Source: an optimization exercise on an open RTL-to-GDS flow (aim: small area, a short achievable clock period and few clock cycles). Production flows keep margins and buffers that such runs may drop. Only simulation tests tie the RTL to the original design; equivalence was not proved. The clock port is modelled as an ideal driver; clocking choices that lean on that would not hold on a real chip. Power is estimated from default activity; no workload was simulated.

alpha:
==> flow/design.v (excerpt) <==
module Mips_machine (
	input clk,     
	input rst,     
	output [31:0] imem_addr,    
	input  [31:0] imem_rdata,   
	output [31:0] dmem_addr,    
	output [31:0] dmem_wdata,   
	output        dmem_we,      
	input  [31:0] dmem_rdata    
);
Size in the first run: ~5200 cells after synthesis, ~1400 flip-flops.
clock: 8.0 ns
lec_check: 0
cap_margin: 20
core_margin: 2
core_utilization: 45
cts_cluster_diameter: 80
cts_cluster_size: 25
place_density: 0.65
setup_slack_margin: 4.5
slew_margin: 20
standard.sh (not shown) runs the stock make flow with config.mk's settings and CLKGATE_MAP_FILE= SYNTH_SCRIPT=/design/flow/synth_recipe.tcl, a recipe that flattens the netlist after the stock synthesis.
==> flow/flow/run.sh <==
#!/bin/bash
# The standard layout, with every input and output port buffered by a
# sky130_fd_sc_hd__buf_2 instead of the buffer the resizer picks by default.
set -euo pipefail
export BUFFER_PORTS_ARGS="-buffer_cell sky130_fd_sc_hd__buf_2"
bash standard.sh finish > standard.log 2>&1
In summary, alpha completed successfully, with a layout that passed the timing, DRC and antenna checks.
Testbench counts of alpha, summed over its fixed seeds: cycles 58,559.
Setup changes, alpha to beta
Settings: changing PLACE_DENSITY from 0.65 to 0.75; changing CORE_UTILIZATION from 45 to 55.
Results
Global-route usage over all layers: lower on alpha. | non-clock buffer count | lower: beta |. Clock network latency to the later pin of the worst-skew pair: alpha and beta compared, higher one is alpha.
Edits applied to the flow inputs when going from beta to gamma:
Settings: swapping 0.75 for 0.5 in PLACE_DENSITY; swapping 55 for 35 in CORE_UTILIZATION.
==> comparison <==
Combinational cell fraction of total power in gamma is 0.6 points below beta.
Power spent charging and discharging nets: lower on beta
Effective utilization at floorplan: gamma lower than beta
Design area up 2.9% in gamma wrt beta
Floorplan check, gamma vs beta: die outline larger in gamma
Across beta and gamma, the outcome is the same: a clean finish for every run.
Input changes introduced in delta (baseline for comparison: gamma):
Settings: CORE_UTILIZATION now 50, was 35; PLACE_DENSITY now 0.7, was 0.5.
==> notes.md <==
- delta finished end to end and its layout was clean on timing, DRC and antenna.
- The number of cells on the critical path of delta exceeds that of gamma by 9.
- Of delta and gamma, it is delta that has the lower cell area.
- Count of clock-net buffers in the final layout, delta and gamma, higher one = gamma.
- Compared with gamma, delta shows average via count per standard cell higher by 0.95.
- Compared delta vs gamma, and via count is up in delta.
- delta has floorplan die area below what gamma had.
- delta reports a higher initial core utilization than gamma does.
- Relative to gamma, power consumption decreased by about 4% in delta.
## Diff of input files: epsilon against delta
Settings: changing PLACE_DENSITY from 0.7 to 0.5; changing CORE_UTILIZATION from 50 to 35.
==> flow/run.sh (new file) <==
#!/bin/bash
# synth_recipe.tcl (not shown) runs the flow's synth.tcl, then flattens the netlist and writes it again
# the make line also repeats each setting of config.mk as NAME=value (left out here)
make -C /OpenROAD-flow-scripts/flow DESIGN_CONFIG=/design/flow/config.mk WORK_HOME=/design/flow/orfs CLKGATE_MAP_FILE= SYNTH_SCRIPT=/design/flow/synth_recipe.tcl finish
removed: flow/flow/run.sh
removed: flow/standard.sh
==> notes.md <==
Per the comparison of epsilon with delta, core utilization lost 15 points, total power of the final layout picked up an extra 0.0012 W. Initial core utilization in epsilon vs delta: down 15 points.

The RTL this note starts from:
==> flow/design.v <==
module Mips_machine (
	input clk,     
	input rst,     
	output [31:0] imem_addr,    
	input  [31:0] imem_rdata,   
	output [31:0] dmem_addr,    
	output [31:0] dmem_wdata,   
	output        dmem_we,      
	input  [31:0] dmem_rdata    
);
reg [31:0] rf [0:31];
reg [31:0] pc;
reg        r_valid;
reg [31:0] ir;
reg        r_pred;    
reg [31:0] r_hs;      
reg [31:0] r_ht;      
reg        x_wen;     
reg        x_lw;
reg        x_sw;
reg        x_br;      
reg        x_bne;
reg        x_pred;
reg [31:0] x_alt;
reg        x_imm;     
reg        x_add;
reg        x_sub;
reg        x_and;
reg        x_or;
reg        x_slt;
reg  [4:0] x_rd;
reg [31:0] x_a;
reg [31:0] x_b;
reg [31:0] x_fa;
reg [31:0] x_fb;
reg [15:0] x_i;
reg        m_wen;
reg        m_lw;
reg        m_sw;
reg  [4:0] m_rd;
reg [31:0] m_res;     
reg [31:0] m_sd;      
wire [31:0] alu = m_res;
wire [31:0] wb  = m_lw ? dmem_rdata : alu;
assign dmem_addr  = m_res;
assign dmem_wdata = m_sd;
assign dmem_we    = m_sw;
always @(posedge clk)
  if (m_wen) rf[m_rd] <= wb;
wire [31:0] a = x_a | x_fa;
wire [31:0] b = x_b | x_fb;
wire [31:0] s_imm = a + {{16{x_i[15]}}, x_i};
wire [31:0] s_add = a + b;
wire [32:0] s_sub = {1'b0, a} - {1'b0, b};
wire [31:0] res = ({32{x_imm}} & s_imm)
                | ({32{x_add}} & s_add)
                | ({32{x_sub}} & s_sub[31:0])
                | ({32{x_and}} & (a & b))
                | ({32{x_or}}  & (a | b))
                | {31'd0, x_slt & s_sub[32]};
wire eq      = a == b;
wire mispred = x_br & ((x_bne ^ eq) != x_pred);
wire  [5:0] op  = ir[31:26];
wire  [4:0] rs  = ir[25:21];
wire  [4:0] rt  = ir[20:16];
wire  [4:0] rd  = ir[15:11];
wire  [5:0] fn  = ir[5:0];
wire is_r    = op == 6'h00;
wire is_addi = op == 6'h08;
wire is_lw   = op == 6'h23;
wire is_sw   = op == 6'h2B;
wire is_br   = op[5:1] == 5'b00010;
wire uses_rt = is_r | is_sw | is_br;
wire [31:0] hs = r_hs;
wire [31:0] ht = r_ht;
reg  [31:0] ra, rb;
integer k;
always @(*) begin
  ra = 32'd0;
  rb = 32'd0;
  for (k = 0; k < 32; k = k + 1) begin
    ra = ra | ({32{hs[k]}} & rf[k]);
    rb = rb | ({32{ht[k]}} & rf[k]);
  end
end
wire [31:0] va = (m_wen && m_rd == rs) ? wb : ra;
wire [31:0] vb = (m_wen && m_rd == rt) ? wb : rb;
wire stall = r_valid & x_lw & ((x_rd == rs) | (uses_rt & (x_rd == rt)));
wire r_go  = r_valid & ~stall & ~mispred;
wire [4:0] r_rd = is_r ? rd : rt;
wire r_fa = x_wen & (x_rd == rs);
wire r_fb = x_wen & (x_rd == rt);
wire [15:0] boff = r_pred ? ~ir[15:0] : ir[15:0];
wire [32:0] asum = {pc, 1'b1} + {{16{boff[15]}}, boff, r_pred};
wire [31:0] ins  = imem_rdata;
wire  [5:0] fop  = ins[31:26];
wire f_j    = fop == 6'h02;
wire f_br   = fop[5:1] == 5'b00010;               
wire f_pred = f_br & (fop[0] ^ (ins[25:21] == ins[20:16]));
wire [31:0] pc1  = pc + 32'd1;
wire [32:0] bsum = {pc, 1'b1} + {{16{ins[15]}}, ins[15:0], 1'b1};
wire [31:0] btgt = bsum[32:1];
wire [31:0] jtgt = {pc1[31:26], ins[25:0]};
assign imem_addr = pc;
always @(posedge clk) begin
  if (!rst) begin
    pc      <= 32'd0;
    r_valid <= 1'b0;
    x_wen   <= 1'b0;
    x_lw    <= 1'b0;
    x_sw    <= 1'b0;
    x_br    <= 1'b0;
    m_wen   <= 1'b0;
    m_lw    <= 1'b0;
    m_sw    <= 1'b0;
  end else begin
    pc      <= mispred ? x_alt : stall ? pc : f_pred ? btgt : f_j ? jtgt : pc1;
    r_valid <= mispred ? 1'b0 : stall ? r_valid : 1'b1;
    x_wen   <= r_go & (is_r | is_addi | is_lw);
    x_lw    <= r_go & is_lw;
    x_sw    <= r_go & is_sw;
    x_br    <= r_go & is_br;
    m_wen   <= x_wen;
    m_lw    <= x_lw;
    m_sw    <= x_sw;
  end
  r_hs   <= 32'd1 << (stall ? rs : ins[25:21]);
  r_ht   <= 32'd1 << (stall ? rt : ins[20:16]);
  if (!stall) begin
    ir     <= ins;
    r_pred <= f_pred;
  end
  x_bne  <= op[0];
  x_pred <= r_pred;
  x_alt  <= asum[32:1];
  x_imm  <= ~is_r;
  x_add  <= is_r & ~fn[1] & ~fn[2];
  x_sub  <= is_r & fn[1] & ~fn[3];
  x_and  <= is_r & ~fn[1] & fn[2] & ~fn[0];
  x_or   <= is_r & ~fn[1] & fn[2] & fn[0];
  x_slt  <= is_r & fn[1] & fn[3];
  x_fa   <= {32{r_fa}} & res;
  x_fb   <= {32{r_fb}} & res;
  x_rd   <= r_rd;
  x_a    <= {32{~r_fa}} & va;
  x_b    <= {32{~r_fb}} & vb;
  x_i    <= ir[15:0];
  m_rd   <= x_rd;
  m_res  <= res;
  m_sd   <= b;
end
endmodule
==> flow/config.mk <==
export PLATFORM = sky130hd
export DESIGN_NAME = Mips_machine
export DESIGN_NICKNAME = Mips_machine
export VERILOG_FILES = /design/flow/design.v
export SDC_FILE = /design/flow/constraint.sdc
export NUM_CORES = 4
export LEC_CHECK = 0
export CAP_MARGIN = 20
export CORE_MARGIN = 2
export CORE_UTILIZATION = 35
export CTS_CLUSTER_DIAMETER = 80
export CTS_CLUSTER_SIZE = 25
export PLACE_DENSITY = 0.5
export SETUP_SLACK_MARGIN = 4.5
export SLEW_MARGIN = 20
==> flow/constraint.sdc <==
create_clock -name core_clock -period 8.0 [get_ports {clk}]
set_input_delay 1.6000 -clock core_clock [delete_from_list [all_inputs] [get_ports {clk}]]
set_output_delay 1.6000 -clock core_clock [all_outputs]
set_load 0.01 [all_outputs]
==> flow/flow/run.sh <==
#!/bin/bash
# The standard layout, with two changes:
# - every input and output port is buffered by a sky130_fd_sc_hd__buf_2
#   instead of the buffer the resizer picks by default;
# - after clock tree synthesis and its timing repair, a second timing repair
#   pass runs (flow/post_cts.tcl).
set -euo pipefail
export BUFFER_PORTS_ARGS="-buffer_cell sky130_fd_sc_hd__buf_2"
export POST_CTS_TCL="$(pwd)/flow/post_cts.tcl"
bash standard.sh finish > standard.log 2>&1
==> flow/flow/post_cts.tcl <==
# A second setup/hold repair pass after the one cts.tcl runs, then
# legalize again.
log_cmd estimate_parasitics -placement
repair_timing_helper
set result [catch { detailed_placement } msg]
if { $result != 0 } {
  error "Detailed placement failed after the second repair: $msg"
}
check_placement -verbose
The starting point finished with timing, DRC and antenna clean.
Testbench counts at the start, summed over its fixed seeds: cycles 58,559.
Rerun with:
==> flow/run.sh (new file) <==
#!/bin/bash
# synth_recipe.tcl (not shown) runs the flow's synth.tcl, then flattens the netlist and writes it again
# the make line also repeats each setting of config.mk as NAME=value (left out here)
make -C /OpenROAD-flow-scripts/flow DESIGN_CONFIG=/design/flow/config.mk WORK_HOME=/design/flow/orfs CLKGATE_MAP_FILE= SYNTH_SCRIPT=/design/flow/synth_recipe.tcl finish
- CTS_CLUSTER_DIAMETER: 80 -> default
- CTS_CLUSTER_SIZE: 25 -> default
removed: flow/flow/run.sh
removed: flow/flow/post_cts.tcl
removed: flow/standard.sh
What happened: The new run completed without violations. Non-clock buffer count rose by 12. Wire length rises by 1.2%. Hold slack gets worse by 15 ps. Count of clock-buffer cells in the layout grows by 89. Cell area increases by 4.7%.

re-timing with driven ports:
How much do the figures lean on ideal ports? The routed layouts below were timed once more, with nothing changed but the port constraints.
Step 1, drivers: a clkbuf_16 drives clk and a buf_2 each remaining input, both assumed.
Step 2 times the ports against the registers' clock, not the clock port: input delays grow and output delays shrink by t, the midpoint of the rising clock arrivals with the driver on.
Slacks: ideal ports / drivers / drivers and shift; pairs: ideal ports / drivers.
run | shift t [ns] | slack for setup (ns) | clock arrival spread, ns
alpha | 0.802 | 4.531 / 4.531 / 3.828 | 0.056 / 0.057
beta | 0.766 | 4.523 / 4.519 / 3.753 | 0.047 / 0.048
gamma | 0.861 | 4.497 / 4.497 / 3.831 | 0.079 / 0.079
delta | 0.814 | 4.568 / 4.568 / 3.832 | 0.062 / 0.061
epsilon | 0.860 | 4.509 / 4.480 / 3.808 | 0.063 / 0.062
the first run of note 2 | 0.859 | 4.488 / 4.488 / 3.839 | 0.076 / 0.077
the second run of note 2 | 0.914 | 4.552 / 4.453 / 3.767 | 0.066 / 0.066
After both steps every run listed still meets setup and hold. For the second run of note 2, which loses most, drivers alone change the setup slack by -0.099 ns; drivers and shift together by -0.785 ns.
